This design comes from an exercise in tuning for small area on the open sky130 flow, not from production work. In this exercise RTL edits were held to simulation tests only and were not proved equivalent to the original. Power figures rest on the tool's default switching activity, not on a simulated workload.

==> inputs of job 9440 <==
==> flow/design.v <==
`timescale 1ns / 1ps
module controller (
    input  wire        clk,
    input  wire        rst_n,
    input  wire [6:0]  addr,
    input  wire        ce_n,
    input  wire        we_n,
    input  wire [15:0] bank_active_status,
    output wire [6:0]  cap_addr,      
    output wire [6:0]  req_addr,      
    output wire        seek,          
    output wire        show,          
    output wire        wload,         
    output wire [15:0] request_wakeup,
    output wire [15:0] access_done
);
    localparam IDLE = 4'd0, WAIT = 4'd1, PRE1 = 4'd2, PRE2 = 4'd3, DEC = 4'd4,
               ACC1 = 4'd5, ACC2 = 4'd6, ACC3 = 4'd7, FIN = 4'd8;
    reg [3:0] st;
    reg [6:0] ca;
    reg       cwe_n;
    wire [15:0] bdec = 16'd1 << ca[6:3];
    always @(posedge clk or negedge rst_n) begin
        if (!rst_n)
            st <= IDLE;
        else case (st)
            IDLE:    st <= ce_n ? IDLE : WAIT;
            WAIT:    st <= bank_active_status[ca[6:3]] ? PRE1 : WAIT;
            FIN:     st <= IDLE;
            default: st <= (st > FIN) ? IDLE : st + 4'd1;
        endcase
    end
    always @(posedge clk) begin
        if (st == IDLE && !ce_n) begin
            ca    <= addr;
            cwe_n <= we_n;
        end
    end
    assign cap_addr       = ca;
    assign req_addr       = (st == IDLE) ? addr : ca;
    assign seek           = ((st == IDLE) && !ce_n) || ((st >= WAIT) && (st <= DEC));
    assign show           = (st >= ACC1) && (st <= ACC3) && cwe_n;
    assign wload          = (st == ACC3) && !cwe_n;
    assign request_wakeup = (st == WAIT) ? bdec : 16'd0;
    assign access_done    = (st == FIN)  ? bdec : 16'd0;
endmodule
`timescale 1ns / 1ps
module power_management_unit (
    input  wire        clk,
    input  wire        rst_n,
    input  wire [15:0] request_wakeup,
    input  wire [15:0] access_done,
    output wire [15:0] bank_active_status
);
    localparam [9:0] TERM   = 10'h13f;
    localparam [9:0] K_WAKE = 10'h136;   
    localparam [9:0] K_IDLE = 10'h334;   
    localparam [9:0] K_DEEP = 10'h335;   
    reg         wk;
    wire [15:0] ld_wake;
    always @(posedge clk or negedge rst_n) begin
        if (!rst_n)
            wk <= 1'b0;
        else
            wk <= (|ld_wake) | (wk & (|request_wakeup));
    end
    genvar i;
    generate
        for (i = 0; i < 16; i = i + 1) begin : bank_fsm
            reg       act, m;
            reg [9:0] cnt;
            wire req  = request_wakeup[i];
            wire done = access_done[i];
            wire term = (cnt == TERM);
            assign ld_wake[i] = !act && !m && req;
            wire ld_deep = act && !req && m && term;
            wire ld_idle = act && !req && !(m && term) && done;
            always @(posedge clk or negedge rst_n) begin
                if (!rst_n) begin
                    act <= 1'b0;
                    m   <= 1'b0;
                end else if (act) begin
                    if (req)
                        m <= 1'b0;
                    else if (m && term)
                        act <= 1'b0;
                    else if (done)
                        m <= 1'b1;
                end else if (m) begin
                    if (term) begin
                        act <= req && wk;
                        m   <= 1'b0;
                    end
                end else if (req)
                    m <= 1'b1;
            end
            always @(posedge clk) begin
                if (ld_wake[i])
                    cnt <= K_WAKE;
                else if (ld_deep)
                    cnt <= K_DEEP;
                else if (ld_idle)
                    cnt <= K_IDLE;
                else
                    cnt <= {cnt[8:0], cnt[9] ^ cnt[6]};
            end
            assign bank_active_status[i] = act;
        end
    endgenerate
endmodule
`timescale 1ns / 1ps
module memory_bank_2 (
    input  wire        clk,
    input  wire        rst_n,
    input  wire [6:0]  raddr,
    input  wire        seek,
    input  wire        show,
    input  wire [6:0]  waddr,
    input  wire [31:0] din,
    input  wire        wload,
    output wire [31:0] dout
);
    reg  [6:0]  phase;
    reg  [31:0] wbuf;
    reg  [6:0]  wa;
    reg         pend;
    reg  [31:0] rreg;
    reg  [3:0]  clrcnt;
    wire [31:0] d [0:127];
    always @(posedge clk)
        phase <= phase + 7'd1;
    wire clr = !(&clrcnt);
    always @(posedge clk or negedge rst_n) begin
        if (!rst_n)
            clrcnt <= 4'd0;
        else if (clr)
            clrcnt <= clrcnt + 4'd1;
    end
    wire [6:0]  wpos  = wa + phase;
    wire        wfire = pend && (wpos[2:0] == 3'd7);
    always @(posedge clk) begin
        if (wload || clr)
            wbuf <= din & {32{!clr}};
        if (wload)
            wa   <= waddr;
    end
    always @(posedge clk or negedge rst_n) begin
        if (!rst_n)
            pend <= 1'b0;
        else
            pend <= wload | (pend & !wfire);
    end
    genvar p;
    generate
        for (p = 0; p < 128; p = p + 1) begin : slot
            reg [31:0] q;
            if (p % 8 == 0) begin : wtap
                wire wen = clr || (wfire && (wpos[6:3] == ((p / 8 + 15) % 16)));
                always @(posedge clk)
                    q <= wen ? wbuf : d[(p + 127) % 128];
            end else begin : plain
                always @(posedge clk)
                    q <= d[p - 1];
            end
            assign d[p] = q;
        end
    endgenerate
    wire [6:0] rpos = raddr + phase;
    wire       fwd  = pend && (wa == raddr);
    reg [31:0] tap_d;
    reg        rhit;
    integer k;
    always @* begin
        tap_d = 32'd0;
        rhit  = 1'b0;
        for (k = 0; k < 26; k = k + 1) begin
            tap_d = tap_d | (d[5 * k] & {32{rpos == 5 * k}});
            rhit  = rhit | (rpos == 5 * k);
        end
    end
    always @(posedge clk) begin
        if (seek && (fwd || rhit))
            rreg <= fwd ? wbuf : tap_d;
    end
    assign dout = rreg & {32{show}};
endmodule
`timescale 1ns / 1ps
module sram_top #(
    parameter ROW_BITS = 1,
    parameter COL_BITS = 2,
    parameter ADDR_W   = 4 + ROW_BITS + COL_BITS
) (
    input  logic        clk,
    input  logic        rst_n,
    input  logic [ADDR_W-1:0] addr,
    input  logic [31:0] din,
    input  logic        ce_n,
    input  logic        we_n,
    output logic [31:0] dout
);
    wire [6:0]  cap_addr, req_addr;
    wire        seek, show, wload;
    wire [15:0] request_wakeup;
    wire [15:0] access_done;
    wire [15:0] bank_active_status;
    controller u_controller (
        .clk(clk),
        .rst_n(rst_n),
        .addr(addr),
        .ce_n(ce_n),
        .we_n(we_n),
        .bank_active_status(bank_active_status),
        .cap_addr(cap_addr),
        .req_addr(req_addr),
        .seek(seek),
        .show(show),
        .wload(wload),
        .request_wakeup(request_wakeup),
        .access_done(access_done)
    );
    power_management_unit u_pmu (
        .clk(clk),
        .rst_n(rst_n),
        .request_wakeup(request_wakeup),
        .access_done(access_done),
        .bank_active_status(bank_active_status)
    );
    memory_bank_2 u_mem (
        .clk(clk),
        .rst_n(rst_n),
        .raddr(req_addr),
        .seek(seek),
        .show(show),
        .waddr(cap_addr),
        .din(din),
        .wload(wload),
        .dout(dout)
    );
endmodule
==> flow/flow/run.sh <==
#!/bin/bash
# Layout flow: the standard flow, with the combinational logic mapped by an
# area-oriented ABC script (flow/area.abc) instead of ORFS's speed script.
# Registers, their names and cell types are those of the standard synthesis.
# Clock tree synthesis runs with the arguments in flow/cts_args.txt (no dummy
# load cells).
set -euo pipefail
cd "$(dirname "$0")/.."
W=$PWD
sed 's|log_cmd abc {\*}\$abc_args|log_cmd abc {*}[lreplace $abc_args 1 1 '"$W"'/flow/area.abc]|' \
    "$FLOW_HOME/scripts/synth.tcl" > "$W/flow_synth.tcl"
grep -q "flow/area.abc" "$W/flow_synth.tcl"
sed "s|source \$::env(SCRIPTS_DIR)/synth.tcl|source $W/flow_synth.tcl|" \
    "$W/synth_recipe.tcl" > "$W/flow_synth_recipe.tcl"
grep -q "flow_synth.tcl" "$W/flow_synth_recipe.tcl"
bash "$W/standard.sh" SYNTH_SCRIPT="$W/flow_synth_recipe.tcl" CTS_ARGS="$(cat "$W/flow/cts_args.txt")" finish > "$W/flow_standard.log" 2>&1
==> flow/flow/area.abc <==
strash
dc2
dch -f
amap -m
topo
==> flow/flow/cts_args.txt <==
-sink_clustering_enable -repair_clock_nets -dont_use_dummy_load
==> flow/standard.sh <==
#!/bin/bash
# synth_recipe.tcl (not shown) runs the flow's synth.tcl, then flattens the netlist and writes it again
# the make line also repeats each setting of config.mk as NAME=value (left out here)
make -C /OpenROAD-flow-scripts/flow DESIGN_CONFIG=/design/flow/config.mk WORK_HOME=/design/flow/orfs CLKGATE_MAP_FILE= SYNTH_SCRIPT=/design/flow/synth_recipe.tcl "${@:-finish}"
==> flow/config.mk <==
export PLATFORM = sky130hd
export DESIGN_NAME = sram_top
export DESIGN_NICKNAME = sram_top
export VERILOG_FILES = /design/flow/design.v
export SDC_FILE = /design/flow/constraint.sdc
export NUM_CORES = 4
export LEC_CHECK = 0
export CAP_MARGIN = 20
export CORE_MARGIN = 2
export CORE_UTILIZATION = 45
export PLACE_DENSITY = 0.6
export SETUP_SLACK_MARGIN = 0.3
export SLEW_MARGIN = 20
==> flow/constraint.sdc <==
create_clock -name core_clock -period 10.0 [get_ports {clk}]
set_input_delay 2.0000 -clock core_clock [delete_from_list [all_inputs] [get_ports {clk}]]
set_output_delay 2.0000 -clock core_clock [all_outputs]
set_load 0.01 [all_outputs]
==> inputs of job 5847, as changes to job 9440 <==
--- a/flow/design.v
+++ b/flow/design.v
@@ -158,5 +158,5 @@
                 wire wen = clr || (wfire && (wpos[6:3] == ((p / 8 + 15) % 16)));
                 always @(posedge clk)
-                    q <= wen ? wbuf : d[(p + 127) % 128];
+                    q <= wen ? ((p / 8) % 2 ? ~wbuf : wbuf) : ~d[(p + 127) % 128];
             end else begin : plain
                 always @(posedge clk)
@@ -175,5 +175,5 @@
         rhit  = 1'b0;
         for (k = 0; k < 26; k = k + 1) begin
-            tap_d = tap_d | (d[5 * k] & {32{rpos == 5 * k}});
+            tap_d = tap_d | ((((5 * k) / 8) % 2 ? ~d[5 * k] : d[5 * k]) & {32{rpos == 5 * k}});
             rhit  = rhit | (rpos == 5 * k);
         end
--- a/flow/flow/run.sh
+++ b/flow/flow/run.sh
@@ -4,5 +4,5 @@
 # Registers, their names and cell types are those of the standard synthesis.
 # Clock tree synthesis runs with the arguments in flow/cts_args.txt (no dummy
-# load cells).
+# load cells). Ports are buffered with sky130_fd_sc_hd__buf_1.
 set -euo pipefail
 cd "$(dirname "$0")/.."
@@ -14,3 +14,4 @@
     "$W/synth_recipe.tcl" > "$W/flow_synth_recipe.tcl"
 grep -q "flow_synth.tcl" "$W/flow_synth_recipe.tcl"
-bash "$W/standard.sh" SYNTH_SCRIPT="$W/flow_synth_recipe.tcl" CTS_ARGS="$(cat "$W/flow/cts_args.txt")" finish > "$W/flow_standard.log" 2>&1
+bash "$W/standard.sh" SYNTH_SCRIPT="$W/flow_synth_recipe.tcl" CTS_ARGS="$(cat "$W/flow/cts_args.txt")" \
+    BUFFER_PORTS_ARGS="-buffer_cell sky130_fd_sc_hd__buf_1" finish > "$W/flow_standard.log" 2>&1
==> flow/flow/cts_args.txt (replaced) <==
-sink_clustering_enable -repair_clock_nets -dont_use_dummy_load -buf_list sky130_fd_sc_hd__clkbuf_4 -sink_clustering_size 11 -sink_clustering_max_diameter 40
CORE_UTILIZATION = 65   (was 45)
PLACE_DENSITY = 0.75   (was 0.6)
==> notes <==
Of job 5847 and job 9440, job 5847 has the higher routed wire length (gap 5.4%, measured against job 9440).
Via count: job 9440 is smaller than job 5847 (about 3.4%).
Of job 9440 and job 5847, job 9440 has the higher synthesized cell count (gap about 3.6%, measured against job 5847).
In job 5847 the power is lower than in job 9440, by about 18%.
Combinational power is about the same in job 5847 and job 9440.
Between job 9440 and job 5847, the lower global-route usage is in job 9440 (gap 11 points).
Between job 9440 and job 5847, the lower synthesized area is in job 5847 (gap 0.85%, measured against job 5847).

[separate check: timing with driven ports]
Ports are ideal in the flow. The routed layouts listed here were re-timed in OpenROAD. Step 1 sets driving cells, clkbuf_16 on the clock port and buf_2 on the other inputs (assumed; they add their load-dependent delay and slew). Step 2 times the ports against the registers' clock, not the clock port: input delays grow and output delays shrink by t, the midpoint of the rising clock arrivals with the driver on. Three values: ideal, step 1, step 2; two values: the first two.
| run | t (ns) | slack for setup (ns) | worst setup path after step 2 | worst register clock-pin slew, ns |
|---|---|---|---|---|
| job 9440 | 1.020 | 2.637 / 2.637 / 1.799 | input to register | 0.07 / 0.07 |
| job 5847 | 1.463 | 3.201 / 3.201 / 2.485 | input to register | 0.12 / 0.12 |
After both steps every run listed still meets setup and hold. The setup slack of job 9440, which loses most, moves by 0.000 ns with the drivers and by -0.838 ns with both steps.
